Source: an optimization exercise on an open RTL-to-GDS flow (aim: small area, a short achievable clock period and few clock cycles). Production flows keep margins and buffers that such runs may drop. Only simulation tests tie the RTL to the original design; equivalence was not proved.

Design geofence, start of the top module:
module geofence (clk, reset, X, Y, valid, is_inside);
input clk;
input reset;
input [9:0] X;
input [9:0] Y;
output reg valid;
output reg is_inside;
reg [3:0] ph;
reg [9:0] rx, ry;                  
reg vxs, vys;                      
reg [9:0] vxm, vym;                
reg axs, ays, bxs, bys;            
reg [9:0] axm, aym, bxm, bym;
reg deg;                           
reg ins;                           
wire [10:0] dx = {1'b0, X} - {1'b0, rx};
wire [10:0] dy = {1'b0, Y} - {1'b0, ry};
wire [9:0] dxm = (dx[9:0] ^ {10{dx[10]}}) + {9'd0, dx[10]};
wire [9:0] dym = (dy[9:0] ^ {10{dy[10]}}) + {9'd0, dy[10]};
wire vxz = ~|vxm;
wire vyz = ~|vym;
wire vz = vxz & vyz;               
wire a1 = axs ^ vys, a2 = ays ^ vxs;
wire b1 = bxs ^ vys, b2 = bys ^ vxs;
wire az = (~|axm | vyz) & (~|aym | vxz);
wire bz = (~|bxm | vyz) & (~|bym | vxz);
wire ca = ~a1;
wire ua_1 = ~(axm[0] & vym[0]);
wire ua_2 = ~(aym[0] & vxm[0]);
wire ua_3 = ~(axm[0] & vym[1]);
wire ua_4 = ~(aym[0] & vxm[1]);
wire ua_5 = ~(axm[0] & vym[2]);
wire ua_6 = ~(aym[0] & vxm[2]);
wire ua_7 = ~(axm[0] & vym[3]);
wire ua_8 = ~(aym[0] & vxm[3]);
wire ua_9 = ~(axm[0] & vym[4]);
wire ua_10 = ~(aym[0] & vxm[4]);
wire ua_11 = ~(axm[0] & vym[5]);
wire ua_12 = ~(aym[0] & vxm[5]);
wire ua_13 = ~(axm[0] & vym[6]);
wire ua_14 = ~(aym[0] & vxm[6]);
wire ua_15 = ~(axm[0] & vym[7]);
wire ua_16 = ~(aym[0] & vxm[7]);
wire ua_17 = ~(axm[0] & vym[8]);
wire ua_18 = ~(aym[0] & vxm[8]);
wire ua_19 = ~(axm[0] & vym[9]);
wire ua_20 = ~(aym[0] & vxm[9]);
wire ua_21 = ~(axm[1] & vym[0]);
wire ua_22 = ~(aym[1] & vxm[0]);
wire ua_23 = ~(axm[1] & vym[1]);
wire ua_24 = ~(aym[1] & vxm[1]);
wire ua_25 = ~(axm[1] & vym[2]);
wire ua_26 = ~(aym[1] & vxm[2]);
wire ua_27 = ~(axm[1] & vym[3]);
wire ua_28 = ~(aym[1] & vxm[3]);
wire ua_29 = ~(axm[1] & vym[4]);
wire ua_30 = ~(aym[1] & vxm[4]);
wire ua_31 = ~(axm[1] & vym[5]);
wire ua_32 = ~(aym[1] & vxm[5]);
wire ua_33 = ~(axm[1] & vym[6]);
wire ua_34 = ~(aym[1] & vxm[6]);
wire ua_35 = ~(axm[1] & vym[7]);
wire ua_36 = ~(aym[1] & vxm[7]);
wire ua_37 = ~(axm[1] & vym[8]);
wire ua_38 = ~(aym[1] & vxm[8]);
wire ua_39 = ~(axm[1] & vym[9]);
  ...
Size in the first run: roughly 1400 cells after synthesis, roughly 24 I/O pins, about 14000 µm² of cells after synthesis.
Settings: LEC_CHECK=0, CAP_MARGIN=20, CORE_MARGIN=2, CORE_UTILIZATION=60, SETUP_SLACK_MARGIN=5, SLEW_MARGIN=20, SYNTH_HIERARCHICAL=1, SYNTH_MINIMUM_KEEP_SIZE=0; clock period 10.0 ns.
run.sh (not shown) runs the stock make flow with config.mk's settings and CLKGATE_MAP_FILE= SYNTH_SCRIPT=/design/flow/synth_recipe.tcl, a recipe that flattens the netlist after the stock synthesis.
Testbench counts at the start, summed over its fixed seeds: cycles 21,600.
Edit:
PLACE_DENSITY_LB_ADDON = 0.2   (was not set)
TNS_END_PERCENT = 0   (was not set)
=>
- area after synthesis does not change
- final cell count went down by 2.4%
- setup slack got worse by 0.18 ns
- sequential share of layout area rose by 0.77 points
- routed wire length goes down by 6.4%
- first-iteration DRC count went up by 4.7%
- non-clock buffer count drops by 40
- final area fell by 4.1%
Edit:
CORE_UTILIZATION = 40   (was 60)
PLACE_DENSITY_LB_ADDON = not set   (was 0.2)
TNS_END_PERCENT = not set   (was 0)
Effect:
- first-iteration DRC count shrinks by 28%
- via count is about the same
- final cell count grows by 11%
- utilization shrinks by 20 points
- non-clock buffer count grows by 51
- sequential share of layout area shrinks by 1.0 points
- routed wire length grows by about 6%
- cell area grows by about 6%
Edit:
CORE_UTILIZATION = 60   (was 40)
PLACE_DENSITY = 0.8   (was not set)
What happened:
- The changed run completed with no timing, DRC or antenna violations
- setup slack loses 0.27 ns
- worst hold slack stays flat
- die area fell by 33%

geofence, a different RTL version from the one above (not shown whole).
For scale: about 1300 cells after synthesis.
==> flow/config.mk <==
export PLATFORM = sky130hd
export DESIGN_NAME = geofence
export DESIGN_NICKNAME = geofence
export VERILOG_FILES = /design/flow/design.v
export SDC_FILE = /design/flow/constraint.sdc
export NUM_CORES = 4
export LEC_CHECK = 0
export CAP_MARGIN = 20
export CORE_MARGIN = 2
export CORE_UTILIZATION = 40
export SETUP_SLACK_MARGIN = 5
export SLEW_MARGIN = 20
export SYNTH_HIERARCHICAL = 1
export SYNTH_MINIMUM_KEEP_SIZE = 0
export TNS_END_PERCENT = 0
==> flow/constraint.sdc <==
create_clock -name core_clock -period 10.0 [get_ports {clk}]
set_input_delay 2.0000 -clock core_clock [delete_from_list [all_inputs] [get_ports {clk}]]
set_output_delay 2.0000 -clock core_clock [all_outputs]
set_load 0.01 [all_outputs]
Testbench counts at the start, summed over its fixed seeds: cycles 21,600.
Rerun with:
--- a/flow/config.mk
+++ b/flow/config.mk
@@ -9,3 +9,3 @@
 export CORE_MARGIN = 2
-export CORE_UTILIZATION = 40
+export CORE_UTILIZATION = 50
 export SETUP_SLACK_MARGIN = 5
Outcome:
- critical path depth drops by 2
- cell count drops by a few percent
- worst hold slack is better by 0.015 ns
- design area climbs slightly
- fmax climbs slightly
- synthesized cell count is unchanged
- die area drops by about a fifth
- first-iteration DRC count drops by a few percent
Rerun with:
--- a/flow/config.mk
+++ b/flow/config.mk
@@ -9,3 +9,3 @@
 export CORE_MARGIN = 2
-export CORE_UTILIZATION = 50
+export CORE_UTILIZATION = 58
 export SETUP_SLACK_MARGIN = 5
What happened:
- die area goes down by 13%
- maximum frequency goes down by 0.66%
- clock skew hardly moves
- first-iteration DRC count climbs by 1.6%
- core utilization went up by 8.3 points

geofence with an RTL version that a note above also has.
For scale: ~1400 cells after synthesis, roughly 24 I/O pins, roughly 14000 sq um of cells after synthesis.
clock: 10.0 ns
lec_check: 0
cap_margin: 20
core_margin: 2
core_utilization: 40
setup_slack_margin: 3
slew_margin: 20
synth_hierarchical: 1
synth_minimum_keep_size: 0
The first run completed without violations.
Testbench counts at the start, summed over its fixed seeds: cycles 21,600.
Rerun with:
- CORE_UTILIZATION: 40 -> 60
- GPL_ROUTABILITY_DRIVEN: default -> 0
- SETUP_SLACK_MARGIN: 3 -> 5
- TNS_END_PERCENT: default -> 0
What happened: Non-clock buffer count came out higher by 74. Global-route usage grows by 10 points. Worst setup slack gains 0.94 ns. Routed wire length came out higher by 2.1%. Final area goes up by 3.9%. Maximum frequency went up by 17%.
Rerun with:
- CORE_UTILIZATION: 60 -> 75
- GPL_ROUTABILITY_DRIVEN: 0 -> default
- TNS_END_PERCENT: 0 -> default
What happened: Routed wire length goes up by a little under a tenth; global-route usage rises by 11 points; synthesized cell count stays the same; utilization went up by 19 points; sequential cell count stays the same; clock-buffer cell count went down by 1; worst hold slack is about the same; design area goes up slightly.

Setup of maple:
geofence with an RTL version that a note above also has.
Size in the first run: about 1300 cells after synthesis, ~120 flip-flops, about 14000 um2 of cells after synthesis.
// geofence
module geofence (clk, reset, X, Y, valid, is_inside);
input clk;
input reset;
input [9:0] X;
input [9:0] Y;
output reg valid;
output reg is_inside;
reg [3:0] ph;
reg [9:0] rx, ry;                  
reg vxs, vys;                      
reg [9:0] vxm, nvym;               
reg [11:0] v3xm, nv3ym;            
reg axs, ays, bxs, bys;            
reg [9:0] axm, aym, bxm, bym;
reg deg;                           
reg ins;                           
wire [10:0] dx = {1'b0, X} - {1'b0, rx};
wire [10:0] dy = {1'b0, Y} - {1'b0, ry};
wire [9:0] tx = dx[9:0] ^ {10{dx[10]}};
wire [9:0] ty = dy[9:0] ^ {10{dy[10]}};
wire [9:0] dxm = tx + {9'd0, dx[10]};
wire [9:0] dym = ty + {9'd0, dy[10]};
wire [11:0] d3xm = {2'b00, tx} + {1'b0, tx, 1'b0} + {10'd0, dx[10], dx[10]};
wire [11:0] d3ym = {2'b00, ty} + {1'b0, ty, 1'b0} + {10'd0, dy[10], dy[10]};
wire vxz = ~|vxm;
wire vyz = &nvym;
wire vz = vxz & vyz;               
wire a1 = axs ^ vys, a2 = ays ^ vxs;
wire b1 = bxs ^ vys, b2 = bys ^ vxs;
wire az = (~|axm | vyz) & (~|aym | vxz);
wire bz = (~|bxm | vyz) & (~|bym | vxz);
wire ca = ~a1;
wire ua_1, ua_2, ua_3;
geofence_dec dua_1 (.a0(axm[0]), .a1(axm[1]), .s1(ua_1), .s2(ua_2), .s3(ua_3));
wire ua_4 = ~((ua_1 & nvym[0]) | ua_2 | (ua_3 & nv3ym[0]));
wire ua_5;
  ...
Settings: LEC_CHECK=0, CAP_MARGIN=20, CORE_MARGIN=2, CORE_UTILIZATION=62, SETUP_SLACK_MARGIN=5, SLEW_MARGIN=20, SYNTH_HIERARCHICAL=1, SYNTH_MINIMUM_KEEP_SIZE=0, TNS_END_PERCENT=0; clock period 10.0 ns.
Testbench counts of maple, summed over its fixed seeds: cycles 21,600.
Modified inputs, birch compared to maple
Settings: putting CELL_PAD_IN_SITES_DETAIL_PLACEMENT at 1 where nothing was set; swapping 62 for 40 in CORE_UTILIZATION.
==> comparison <==
In the tables for birch and maple, wire length reads lower with maple. Relative to maple, the global-route usage of birch is lower by 9.2 points. birch: critical path depth 2 above maple. Compared with maple, placement density in the core of birch is lower. Compared birch vs maple, and logic depth of the worst register-to-register path is up in birch. Going from maple to birch, worst hold-check slack shrinks by 0.010 ns. Post-cts repair resize count was higher in the run labelled birch. Looking at number of fillers in the final layout, birch sits 1991 higher than maple does. For multi-input combinational cell count, birch and maple come out practically identical. In the tables for birch and maple, cell count reads lower with maple.

JK:
geofence with an RTL version that a note above also has.
Size: about 1,400 cells after synthesis, about 24 I/O pins, about 14,000 µm² of cells after synthesis.
==> flow/config.mk <==
export PLATFORM = sky130hd
export DESIGN_NAME = geofence
export DESIGN_NICKNAME = geofence
export VERILOG_FILES = /design/flow/design.v
export SDC_FILE = /design/flow/constraint.sdc
export NUM_CORES = 4
export LEC_CHECK = 0
export CAP_MARGIN = 0
export CORE_MARGIN = 2
export CORE_UTILIZATION = 60
export SETUP_SLACK_MARGIN = 5
export SLEW_MARGIN = 0
export SYNTH_HIERARCHICAL = 1
export SYNTH_MINIMUM_KEEP_SIZE = 0
export TNS_END_PERCENT = 0
==> flow/constraint.sdc <==
create_clock -name core_clock -period 10.0 [get_ports {clk}]
set_input_delay 2.0000 -clock core_clock [delete_from_list [all_inputs] [get_ports {clk}]]
set_output_delay 2.0000 -clock core_clock [all_outputs]
set_load 0.01 [all_outputs]
Testbench counts of JK, summed over its fixed seeds: cycles 21,600.
Changes in MS relative to JK:
- SLEW_MARGIN changed from 0 to 20
- CAP_MARGIN changed from 0 to 20
- CORE_ASPECT_RATIO newly set to 0.5
### Flow results
- Transition at the pin with the smallest max-transition slack (MS over JK): decrease, 0.15 ns
- MS: final routed wirelength across all metal layers is about 1% lower than what JK reported.
- Against JK, number of DRC violations after detailed-routing iteration 0 in MS rose by a little under 10%.
- Delta (MS minus JK): clock buffer count in the final layout now sits lower, final area now sits lower.
Input changes introduced in AL (baseline for comparison: MS):
- a deleted CORE_ASPECT_RATIO that had been 0.5
--- outcome ---
AL has completed all stages; timing, DRC and antenna checks passed. Density: AL denser than MS. On instance area at placement, MS tracks AL almost exactly. Summary of AL over MS: total stage count of the critical path went up by 3, final clock skew barely changed, layout overhead on the synthesized area saw an increase.
#### Input delta (TR over AL)
- CORE_UTILIZATION now 50, was 60
==> comparison <==
- Setup slack after placement: TR < AL
- Per the comparison of TR with AL, hold slack was more or less identical, register clock-pin slew on the reported worst setup and hold paths did not really move, DRC violation count after routing shows no meaningful change, area of the die went up, non-clock buffer count shrank by 1.7%.
- Looking at timing endpoint of the critical path, the bxm[7] result is from TR; the bxm[4] one comes from AL.
- Across both runs, placed wire-length estimate after detailed placement was higher for TR than for AL.
- Sort TR and AL by fill cell instance count of the final layout, ascending, and AL comes first.
- From AL to TR the numbers moved as follows: routed wire length +3.3%; clock-buffer cell count -2.
Modified inputs, PW compared to TR
- CORE_UTILIZATION changed from 50 to 60
- PLACE_DENSITY newly set to 0.5
Notes after the runs:
Between TR and PW, the finished layout cell area figures differ only marginally.
Looking at launching element of the worst setup path, the vym[7] result is from PW; the vym[6] one comes from TR.
Compared with TR, in PW setup slack held; sequential share of layout area held.

[separate check: timing with driven ports]
In the flow no input, the clock included, has a driving cell. The finished layouts below were timed again as built, in two steps.
Step 1 sets driving cells, clkbuf_16 on the clock port and buf_2 on the other inputs (assumed; they add their load-dependent delay and slew).
Step 2, shift: input delay + t, output delay - t, t = (earliest + latest rising clock arrival at the registers) / 2. This alone moves slack from input paths to output paths.
a / b / c = ideal ports / drivers / drivers and shift; a / b = the first two.
| run | shift t [ns] | slack for setup (ns) | pins driven straight from the clock port |
|---|---|---|---|
| the first run of note 1 | 0.378 | 4.383 / 4.383 / 4.383 | 1 |
| the second run of note 1 | 0.387 | 4.202 / 4.202 / 4.155 | 1 |
| the third run of note 1 | 0.378 | 4.327 / 4.327 / 4.327 | 1 |
| the fourth run of note 1 | 0.387 | 4.054 / 4.054 / 4.054 | 1 |
| the first run of note 2 | 0.460 | 4.487 / 4.487 / 4.161 | 1 |
| the second run of note 2 | 0.458 | 4.582 / 4.582 / 4.270 | 1 |
| the third run of note 2 | 0.461 | 4.546 / 4.546 / 4.225 | 1 |
| the first run of note 3 | 0.387 | 3.419 / 3.419 / 3.419 | 1 |
| the second run of note 3 | 0.382 | 4.354 / 4.354 / 4.190 | 1 |
| the third run of note 3 | 0.383 | 4.323 / 4.323 / 4.323 | 1 |
| maple | 0.459 | 4.578 / 4.578 / 4.245 | 1 |
| birch | 0.472 | 4.401 / 4.401 / 4.123 | 1 |
| JK | 0.382 | 4.354 / 4.354 / 4.190 | 1 |
| MS | 0.374 | 4.316 / 4.316 / 4.156 | 1 |
| AL | 0.382 | 4.354 / 4.354 / 4.190 | 1 |
| TR | 0.378 | 4.352 / 4.352 / 4.319 | 1 |
| PW | 0.382 | 4.354 / 4.354 / 4.190 | 1 |
After both steps every run listed still meets setup and hold. The setup slack of maple, which loses most, moves by 0.000 ns with the drivers and by -0.333 ns with both steps.
